This design comes from an exercise in tuning for small area and a short achievable clock period on the open sky130 flow, not from production work.
The RTL was checked by simulation tests, not by an equivalence proof against the original design.
Power is estimated from default activity; no workload was simulated.

## v6
==> flow/design.v <==
package switch_defs;
	localparam PTR_W = $clog2(4);
	localparam PKT_W = 2*4 + 8;
	typedef struct packed {
		logic [4-1:0]  source;
		logic [4-1:0]  target;
		logic [8-1:0] data;
	} packet_t;
endpackage
import switch_defs::*;
module sync_fifo (
	input  wire                          clk,
	input  wire                          we,
	input  wire [3:0]                    wr_ptr,
	input  wire [14:0]                   rd_oh,
	input  wire [switch_defs::PKT_W-1:0] data_in,
	output reg  [switch_defs::PKT_W-1:0] data_out
);
	localparam DEPTH = 15;
	reg [switch_defs::PKT_W-1:0] mem [0:DEPTH-1];
	always_ff @(posedge clk) begin
		if (we)
			mem[wr_ptr] <= data_in;
	end
	always_comb begin
		logic [switch_defs::PKT_W-1:0] d;
		d = '0;
		for (int k = 0; k < DEPTH; k++)
			d = d | ({switch_defs::PKT_W{rd_oh[k]}} & mem[k]);
		data_out = d;
	end
endmodule
import switch_defs::*;
module rx_port (
	input  wire                          clk,
	input  wire                          rst_n,
	input  wire                          valid_in,
	input  wire [switch_defs::PKT_W-1:0] pkt_in,
	input  wire [4-1:0]         grant_vec,
	output reg  [switch_defs::PKT_W-1:0] hd_pkt,
	output reg  [4-1:0]         req
);
	reg        hv;         
	reg [14:0] rd_oh;      
	reg [3:0]  wr_ptr;
	reg        full;       
	wire [switch_defs::PKT_W-1:0] ring_out;
	wire [4-1:0] owed   = req & ~grant_vec;
	wire                  ld     = (owed == {4{1'b0}});  
	wire                  push   = valid_in & ~full;
	wire                  r_ne   = ~rd_oh[wr_ptr] | full;   
	wire                  deq    = ld & r_ne;           
	wire                  to_hd  = ld & ~r_ne;          
	wire                  enq    = push & ~to_hd;       
	wire [3:0] wr_i  = (wr_ptr == 4'd14) ? 4'd0 : wr_ptr + 4'd1;
	wire       c14   = rd_oh[wr_i];         
	wire       hv_n  = ~ld | r_ne | push;
	sync_fifo ring (
		.clk      (clk),
		.we       (~full),  
		.wr_ptr   (wr_ptr),
		.rd_oh    (rd_oh),
		.data_in  (pkt_in),
		.data_out (ring_out)
	);
	always_ff @(posedge clk or negedge rst_n) begin
		if (!rst_n) begin
			hv     <= 1'b0;
			rd_oh  <= 15'd1;
			wr_ptr <= 4'd0;
			full   <= 1'b0;
			req    <= {4{1'b0}};
		end else begin
			hv     <= hv_n;
			full   <= ~ld & (full | (c14 & push));
			if (deq) rd_oh <= {rd_oh[13:0], rd_oh[14]};
			if (enq) wr_ptr <= wr_i;
			if (!ld)
				req <= owed;
			else if (r_ne)
				req <= ring_out[8 +: 4];
			else
				req <= push ? pkt_in[8 +: 4] : {4{1'b0}};
		end
	end
	always_ff @(posedge clk) begin
		if (ld)
			hd_pkt <= r_ne ? ring_out : pkt_in;
	end
endmodule
import switch_defs::*;
module tx_port #(
	parameter PORT_ID = 0
) (
	input  wire                                     clk,
	input  wire                                     rst_n,
	input  wire [4*switch_defs::PKT_W-1:0] rx_pkts,
	input  wire [4-1:0]                    rx_reqs,
	output reg  [4-1:0]                    grants,
	output reg                                      valid_out,
	output reg  [switch_defs::PKT_W-1:0]            pkt_out
);
	reg [3:0] rr;    
	wire      any = |rx_reqs;
	reg [switch_defs::PKT_W-1:0] pkt_out_n;
	always_comb begin
		logic [3:0] r;
		r = rx_reqs;
		for (int i = 0; i < 4; i++) begin
			grants[i] = r[i] & ( rr[i]
				| (rr[(i+3)%4] & ~r[(i+3)%4])
				| (rr[(i+2)%4] & ~r[(i+2)%4] & ~r[(i+3)%4])
				| (rr[(i+1)%4] & ~r[(i+1)%4] & ~r[(i+2)%4] & ~r[(i+3)%4]));
		end
	end
	always_comb begin
		logic [switch_defs::PKT_W-1:0] p;
		p = '0;
		for (int i = 0; i < 4; i++)
			p = p | ({switch_defs::PKT_W{grants[i]}} & rx_pkts[i*switch_defs::PKT_W +: switch_defs::PKT_W]);
		pkt_out_n = p;
	end
	always_ff @(posedge clk or negedge rst_n) begin
		if (!rst_n) begin
			valid_out <= 1'b0;
			rr        <= 4'b0001;
		end else begin
			valid_out <= any & ~grants[PORT_ID];
			if (any)
				rr <= {grants[2:0], grants[3]};
		end
	end
	always_ff @(posedge clk)
		pkt_out <= pkt_out_n;
endmodule
import switch_defs::*;
module switch_4port(
	input  logic       clk,
	input  logic       rst_n,
	input  logic       port0_valid_in,
	input  logic [3:0] port0_source_in,
	input  logic [3:0] port0_target_in,
	input  logic [7:0] port0_data_in,
	output logic       port0_valid_out,
	output logic [3:0] port0_source_out,
	output logic [3:0] port0_target_out,
	output logic [7:0] port0_data_out,
	input  logic       port1_valid_in,
	input  logic [3:0] port1_source_in,
	input  logic [3:0] port1_target_in,
	input  logic [7:0] port1_data_in,
	output logic       port1_valid_out,
	output logic [3:0] port1_source_out,
	output logic [3:0] port1_target_out,
	output logic [7:0] port1_data_out,
	input  logic       port2_valid_in,
	input  logic [3:0] port2_source_in,
	input  logic [3:0] port2_target_in,
	input  logic [7:0] port2_data_in,
	output logic       port2_valid_out,
	output logic [3:0] port2_source_out,
	output logic [3:0] port2_target_out,
	output logic [7:0] port2_data_out,
	input  logic       port3_valid_in,
	input  logic [3:0] port3_source_in,
	input  logic [3:0] port3_target_in,
	input  logic [7:0] port3_data_in,
	output logic       port3_valid_out,
	output logic [3:0] port3_source_out,
	output logic [3:0] port3_target_out,
	output logic [7:0] port3_data_out
);
	localparam NUM_PORTS = 4;
	localparam W = switch_defs::PKT_W;
	wire [NUM_PORTS*W-1:0] rx_pkt_in;
	wire [NUM_PORTS*W-1:0] tx_pkt_out;
	wire [NUM_PORTS-1:0]   rx_valid_in;
	wire [NUM_PORTS-1:0]   tx_valid_out;
	assign rx_pkt_in[0*W +: W] = {port0_source_in, port0_target_in, port0_data_in};
	assign rx_pkt_in[1*W +: W] = {port1_source_in, port1_target_in, port1_data_in};
	assign rx_pkt_in[2*W +: W] = {port2_source_in, port2_target_in, port2_data_in};
	assign rx_pkt_in[3*W +: W] = {port3_source_in, port3_target_in, port3_data_in};
	assign rx_valid_in = {port3_valid_in, port2_valid_in, port1_valid_in, port0_valid_in};
	assign {port0_source_out, port0_target_out, port0_data_out} = tx_pkt_out[0*W +: W];
	assign {port1_source_out, port1_target_out, port1_data_out} = tx_pkt_out[1*W +: W];
	assign {port2_source_out, port2_target_out, port2_data_out} = tx_pkt_out[2*W +: W];
	assign {port3_source_out, port3_target_out, port3_data_out} = tx_pkt_out[3*W +: W];
	assign {port3_valid_out, port2_valid_out, port1_valid_out, port0_valid_out} = tx_valid_out;
	wire [NUM_PORTS*W-1:0] hd_pkts;
	wire [NUM_PORTS-1:0]   reqs   [NUM_PORTS-1:0];  
	wire [NUM_PORTS-1:0]   grants [NUM_PORTS-1:0];  
	genvar i;
	generate
		for (i = 0; i < NUM_PORTS; i++) begin : PORTS
			logic [NUM_PORTS-1:0] my_grant_vec;
			logic [NUM_PORTS-1:0] my_req_vec;
			always_comb begin
				for (int j = 0; j < NUM_PORTS; j++) begin
					my_grant_vec[j] = grants[j][i];
					my_req_vec[j]   = reqs[j][i];
				end
			end
			rx_port rx_inst (
				.clk(clk), .rst_n(rst_n),
				.valid_in(rx_valid_in[i]),
				.pkt_in(rx_pkt_in[i*W +: W]),
				.grant_vec(my_grant_vec),
				.hd_pkt(hd_pkts[i*W +: W]),
				.req(reqs[i])
			);
			tx_port #(.PORT_ID(i)) tx_inst (
				.clk(clk), .rst_n(rst_n),
				.rx_pkts(hd_pkts),
				.rx_reqs(my_req_vec),
				.grants(grants[i]),
				.valid_out(tx_valid_out[i]),
				.pkt_out(tx_pkt_out[i*W +: W])
			);
		end
	endgenerate
endmodule
export LEC_CHECK = 0
export CAP_MARGIN = 20
export CORE_MARGIN = 2
export CORE_UTILIZATION = 60
export CTS_CLUSTER_DIAMETER = 80
export CTS_CLUSTER_SIZE = 24
export PLACE_DENSITY = 0.75
export SETUP_SLACK_MARGIN = 3.1
export SLEW_MARGIN = 20
create_clock -name core_clock -period 5.5 [get_ports {clk}]
run.sh (not shown) runs the stock make flow with config.mk's settings and CLKGATE_MAP_FILE= SYNTH_SCRIPT=/design/flow/synth_recipe.tcl, a recipe that flattens the netlist after the stock synthesis.
### v6 -> v22
diff --git a/flow/design.v b/flow/design.v
--- a/flow/design.v
+++ b/flow/design.v
@@ -41,22 +41,24 @@
 	output reg  [4-1:0]         req
 );
 	reg        hv;         
 	reg [14:0] rd_oh;      
 	reg [3:0]  wr_ptr;
 	reg        full;       
+	reg        r_ne;       
 	wire [switch_defs::PKT_W-1:0] ring_out;
 	wire [4-1:0] owed   = req & ~grant_vec;
 	wire                  ld     = (owed == {4{1'b0}});  
 	wire                  push   = valid_in & ~full;
-	wire                  r_ne   = ~rd_oh[wr_ptr] | full;   
 	wire                  deq    = ld & r_ne;           
 	wire                  to_hd  = ld & ~r_ne;          
 	wire                  enq    = push & ~to_hd;       
 	wire [3:0] wr_i  = (wr_ptr == 4'd14) ? 4'd0 : wr_ptr + 4'd1;
 	wire       c14   = rd_oh[wr_i];         
+	wire [14:0] rd_n = {rd_oh[13:0], rd_oh[14]};
+	wire       c1    = rd_n[wr_ptr];        
 	wire       hv_n  = ~ld | r_ne | push;
 	sync_fifo ring (
 		.clk      (clk),
 		.we       (~full),  
 		.wr_ptr   (wr_ptr),
 		.rd_oh    (rd_oh),
@@ -66,17 +68,19 @@
 	always_ff @(posedge clk or negedge rst_n) begin
 		if (!rst_n) begin
 			hv     <= 1'b0;
 			rd_oh  <= 15'd1;
 			wr_ptr <= 4'd0;
 			full   <= 1'b0;
+			r_ne   <= 1'b0;
 			req    <= {4{1'b0}};
 		end else begin
 			hv     <= hv_n;
 			full   <= ~ld & (full | (c14 & push));
-			if (deq) rd_oh <= {rd_oh[13:0], rd_oh[14]};
+			r_ne   <= enq | (r_ne & ~(deq & c1));
+			if (deq) rd_oh <= rd_n;
 			if (enq) wr_ptr <= wr_i;
 			if (!ld)
 				req <= owed;
 			else if (r_ne)
 				req <= ring_out[8 +: 4];
 			else
## What came out
[compare] base=v6 new=v22: net switching share of the total power was more or less identical; area of the die was more or less identical; synthesized net count went up by 0.30%; number of global-route vias before repair went down by 816.
[compare] base=v6 new=v22: met2 wire length -5000 µm; design area now smaller; initial antenna violation count has increased.
The run showing the greater worst hold slack is v6.
The final weighted congestion of routability-driven global placement reported for v22 is greater than that of v6 by about 0.9%.
Between v22 and v6, the number of buffers created by CTS is higher for v22.

========
RTL: the design.v shown in full above, as it stands there.
clock: 5.5 ns
lec_check: 0
cap_margin: 20
core_margin: 2
core_utilization: 60
cts_cluster_diameter: 80
cts_cluster_size: 24
place_density: 0.75
setup_slack_margin: 3.3
slew_margin: 20
==> next run, changes <==
--- a/flow/design.v
+++ b/flow/design.v
@@ -45,9 +45,9 @@
 	reg [3:0]  wr_ptr;
 	reg        full;       
+	reg        r_ne;       
 	wire [switch_defs::PKT_W-1:0] ring_out;
 	wire [4-1:0] owed   = req & ~grant_vec;
 	wire                  ld     = (owed == {4{1'b0}});  
 	wire                  push   = valid_in & ~full;
-	wire                  r_ne   = ~rd_oh[wr_ptr] | full;   
 	wire                  deq    = ld & r_ne;           
 	wire                  to_hd  = ld & ~r_ne;          
@@ -55,4 +55,6 @@
 	wire [3:0] wr_i  = (wr_ptr == 4'd14) ? 4'd0 : wr_ptr + 4'd1;
 	wire       c14   = rd_oh[wr_i];         
+	wire [14:0] rd_n = {rd_oh[13:0], rd_oh[14]};
+	wire       c1    = rd_n[wr_ptr];        
 	wire       hv_n  = ~ld | r_ne | push;
 	sync_fifo ring (
@@ -70,9 +72,11 @@
 			wr_ptr <= 4'd0;
 			full   <= 1'b0;
+			r_ne   <= 1'b0;
 			req    <= {4{1'b0}};
 		end else begin
 			hv     <= hv_n;
 			full   <= ~ld & (full | (c14 & push));
-			if (deq) rd_oh <= {rd_oh[13:0], rd_oh[14]};
+			r_ne   <= enq | (r_ne & ~(deq & c1));
+			if (deq) rd_oh <= rd_n;
 			if (enq) wr_ptr <= wr_i;
 			if (!ld)
Result: The new run passed the timing, DRC and antenna checks; worst hold slack is worse by 7.9 ps; register-to-register slack is better by 130 ps; via count went down by 4.9%; synthesized area stays flat; design area went down by 3.9%; count of clock-buffer cells in the layout went up by 4; setup slack is better by 130 ps; non-clock buffer count went down by 91; wire length went down by 8.6%; die area hardly moves; total power went down by 3.7%; utilization went down by 2.8 points; cell count went down by 2.4%.

========
switch_4port, a different RTL version from the one above (not shown whole).
Size in the first run: roughly 2800 cells after synthesis, roughly 140 I/O pins, about 46000 sq um of cells after synthesis.
Design switch_4port, start of the top module:
module switch_4port(
	input  logic       clk,
	input  logic       rst_n,
	input  logic       port0_valid_in,
	input  logic [3:0] port0_source_in,
	input  logic [3:0] port0_target_in,
	input  logic [7:0] port0_data_in,
	output logic       port0_valid_out,
	output logic [3:0] port0_source_out,
	output logic [3:0] port0_target_out,
	output logic [7:0] port0_data_out,
	input  logic       port1_valid_in,
	input  logic [3:0] port1_source_in,
	input  logic [3:0] port1_target_in,
	input  logic [7:0] port1_data_in,
	output logic       port1_valid_out,
	output logic [3:0] port1_source_out,
	output logic [3:0] port1_target_out,
	output logic [7:0] port1_data_out,
	input  logic       port2_valid_in,
	input  logic [3:0] port2_source_in,
	input  logic [3:0] port2_target_in,
	input  logic [7:0] port2_data_in,
	output logic       port2_valid_out,
	output logic [3:0] port2_source_out,
	output logic [3:0] port2_target_out,
	output logic [7:0] port2_data_out,
	input  logic       port3_valid_in,
	input  logic [3:0] port3_source_in,
	input  logic [3:0] port3_target_in,
	input  logic [7:0] port3_data_in,
	output logic       port3_valid_out,
	output logic [3:0] port3_source_out,
	output logic [3:0] port3_target_out,
	output logic [7:0] port3_data_out
);
	localparam NUM_PORTS = 4;
	localparam W = switch_defs::PKT_W;
	wire [NUM_PORTS*W-1:0] rx_pkt_in;
	wire [NUM_PORTS*W-1:0] tx_pkt_out;
	wire [NUM_PORTS-1:0]   rx_valid_in;
	wire [NUM_PORTS-1:0]   tx_valid_out;
	assign rx_pkt_in[0*W +: W] = {port0_source_in, port0_target_in, port0_data_in};
  ...
==> module sync_fifo, before the edit <==
module sync_fifo (
	input  wire                          clk,
	input  wire                          we,
	input  wire [3:0]                    wr_ptr,
	input  wire [14:0]                   rd_oh,
	input  wire                          byp,       
	input  wire [switch_defs::PKT_W-1:0] data_in,
	output reg  [switch_defs::PKT_W-1:0] data_out
);
	localparam DEPTH = 15;
	reg [switch_defs::PKT_W-1:0] mem [0:DEPTH-1];
	always_ff @(posedge clk) begin
		if (we)
			mem[wr_ptr] <= data_in;
	end
	always_comb begin
		logic [switch_defs::PKT_W-1:0] d;
		d = {switch_defs::PKT_W{byp}} & data_in;
		for (int k = 0; k < DEPTH; k++)
			d = d | ({switch_defs::PKT_W{rd_oh[k] & ~byp}} & mem[k]);
		data_out = d;
	end
endmodule
==> module rx_port, before the edit <==
module rx_port (
	input  wire                          clk,
	input  wire                          rst_n,
	input  wire                          valid_in,
	input  wire [switch_defs::PKT_W-1:0] pkt_in,
	input  wire [4-1:0]         grant_vec,
	output reg  [switch_defs::PKT_W-1:0] hd_pkt,
	output reg  [4-1:0]         req
);
	reg        hv;         
	reg [14:0] rd_oh;      
	reg [3:0]  wr_ptr;
	reg        full;       
	reg        r_ne;       
	wire [switch_defs::PKT_W-1:0] ring_out;
	wire [4-1:0] owed   = req & ~grant_vec;
	wire                  ld     = (owed == {4{1'b0}});  
	wire                  push   = valid_in & ~full;
	wire                  deq    = ld & r_ne;           
	wire                  to_hd  = ld & ~r_ne;          
	wire                  enq    = push & ~to_hd;       
	wire [3:0] wr_i  = (wr_ptr == 4'd14) ? 4'd0 : wr_ptr + 4'd1;
	wire       c14   = rd_oh[wr_i];         
	wire [14:0] rd_n = {rd_oh[13:0], rd_oh[14]};
	wire       c1    = rd_n[wr_ptr];        
	wire       hv_n  = ~ld | r_ne | push;
	sync_fifo ring (
		.clk      (clk),
		.we       (~full),  
		.wr_ptr   (wr_ptr),
		.rd_oh    (rd_oh),
		.byp      (~r_ne),
		.data_in  (pkt_in),
		.data_out (ring_out)
	);
	always_ff @(posedge clk or negedge rst_n) begin
		if (!rst_n) begin
			hv     <= 1'b0;
			rd_oh  <= 15'd1;
			wr_ptr <= 4'd0;
			full   <= 1'b0;
			r_ne   <= 1'b0;
			req    <= {4{1'b0}};
		end else begin
			hv     <= hv_n;
			full   <= ~ld & (full | (c14 & push));
			r_ne   <= enq | (r_ne & ~(deq & c1));
			if (deq) rd_oh <= rd_n;
			if (enq) wr_ptr <= wr_i;
			if (!ld)
				req <= owed;
			else
				req <= ring_out[8 +: 4] & {4{r_ne | push}};
		end
	end
	always_ff @(posedge clk) begin
		if (ld)
			hd_pkt <= ring_out;
	end
endmodule
clock: 5.5 ns
lec_check: 0
cap_margin: 20
core_margin: 2
core_utilization: 55
cts_cluster_diameter: 80
cts_cluster_size: 24
place_density: 0.7
setup_slack_margin: 3.2
slew_margin: 20
The first run completed with no timing, DRC or antenna violations.
Rerun with:
--- a/flow/design.v
+++ b/flow/design.v
@@ -13,7 +13,6 @@
 	input  wire                          we,
 	input  wire [3:0]                    wr_ptr,
 	input  wire [14:0]                   rd_oh,
-	input  wire                          byp,       
 	input  wire [switch_defs::PKT_W-1:0] data_in,
 	output reg  [switch_defs::PKT_W-1:0] data_out
 );
@@ -25,9 +24,9 @@
 	end
 	always_comb begin
 		logic [switch_defs::PKT_W-1:0] d;
-		d = {switch_defs::PKT_W{byp}} & data_in;
+		d = '0;
 		for (int k = 0; k < DEPTH; k++)
-			d = d | ({switch_defs::PKT_W{rd_oh[k] & ~byp}} & mem[k]);
+			d = d | ({switch_defs::PKT_W{rd_oh[k]}} & mem[k]);
 		data_out = d;
 	end
 endmodule
@@ -63,7 +62,6 @@
 		.we       (~full),  
 		.wr_ptr   (wr_ptr),
 		.rd_oh    (rd_oh),
-		.byp      (~r_ne),
 		.data_in  (pkt_in),
 		.data_out (ring_out)
 	);
@@ -83,13 +81,15 @@
 			if (enq) wr_ptr <= wr_i;
 			if (!ld)
 				req <= owed;
+			else if (r_ne)
+				req <= ring_out[8 +: 4];
 			else
-				req <= ring_out[8 +: 4] & {4{r_ne | push}};
+				req <= push ? pkt_in[8 +: 4] : {4{1'b0}};
 		end
 	end
 	always_ff @(posedge clk) begin
 		if (ld)
-			hd_pkt <= ring_out;
+			hd_pkt <= r_ne ? ring_out : pkt_in;
 	end
 endmodule
 import switch_defs::*;
Outcome: Area after synthesis grows slightly. First-iteration DRC count shrinks by roughly a tenth. Core utilization shrinks by 0.31 points. Worst setup slack is better by 0.058 ns. Via count grows slightly. Clock-buffer cell count shrinks by 3. Worst hold slack is worse by 0.045 ns. Sequential share of layout area shrinks by 0.45 points. Total power shrinks by a few percent. Sequential cell count does not change. Die area grows slightly. Non-clock buffer count grows by 4. Cell area grows slightly. Maximum frequency grows by a few percent.

[re-timing with driven ports]
How much do the figures lean on ideal ports? The routed layouts below were timed once more, with nothing changed but the port constraints. Step 1 sets driving cells, clkbuf_16 on the clock port and buf_2 on the other inputs (assumed; they add their load-dependent delay and slew). Step 2, shift: input delay + t, output delay - t, t = (earliest + latest rising clock arrival at the registers) / 2. This alone moves slack from input paths to output paths. a / b / c = no drivers / after step 1 / after step 2; a / b = the first two.
run | t, ns | setup WS [ns] | hold slack, ns | worst setup path after step 2 | slew at the worst register clock pin (ns)
v6 | 0.716 | 2.959 / 2.959 / 2.469 | 0.495 / 0.464 / 0.550 | input to register | 0.10 / 0.10
v22 | 0.723 | 3.026 / 3.026 / 2.711 | 0.303 / 0.272 / 0.528 | input to register | 0.10 / 0.10
the first run of note 2 | 0.730 | 3.057 / 3.056 / 2.443 | 0.500 / 0.469 / 0.555 | input to register | 0.11 / 0.11
the second run of note 2 | 0.720 | 3.183 / 3.146 / 2.666 | 0.492 / 0.450 / 0.558 | input to register | 0.11 / 0.11
the first run of note 3 | 0.716 | 3.109 / 3.078 / 2.636 | 0.461 / 0.456 / 0.556 | input to register | 0.10 / 0.10
the second run of note 3 | 0.722 | 3.167 / 3.154 / 2.661 | 0.415 / 0.382 / 0.544 | input to register | 0.10 / 0.10
After both steps every run listed still meets setup and hold. For the first run of note 2, which loses most, drivers alone change the setup slack by -0.001 ns; drivers and shift together by -0.614 ns.
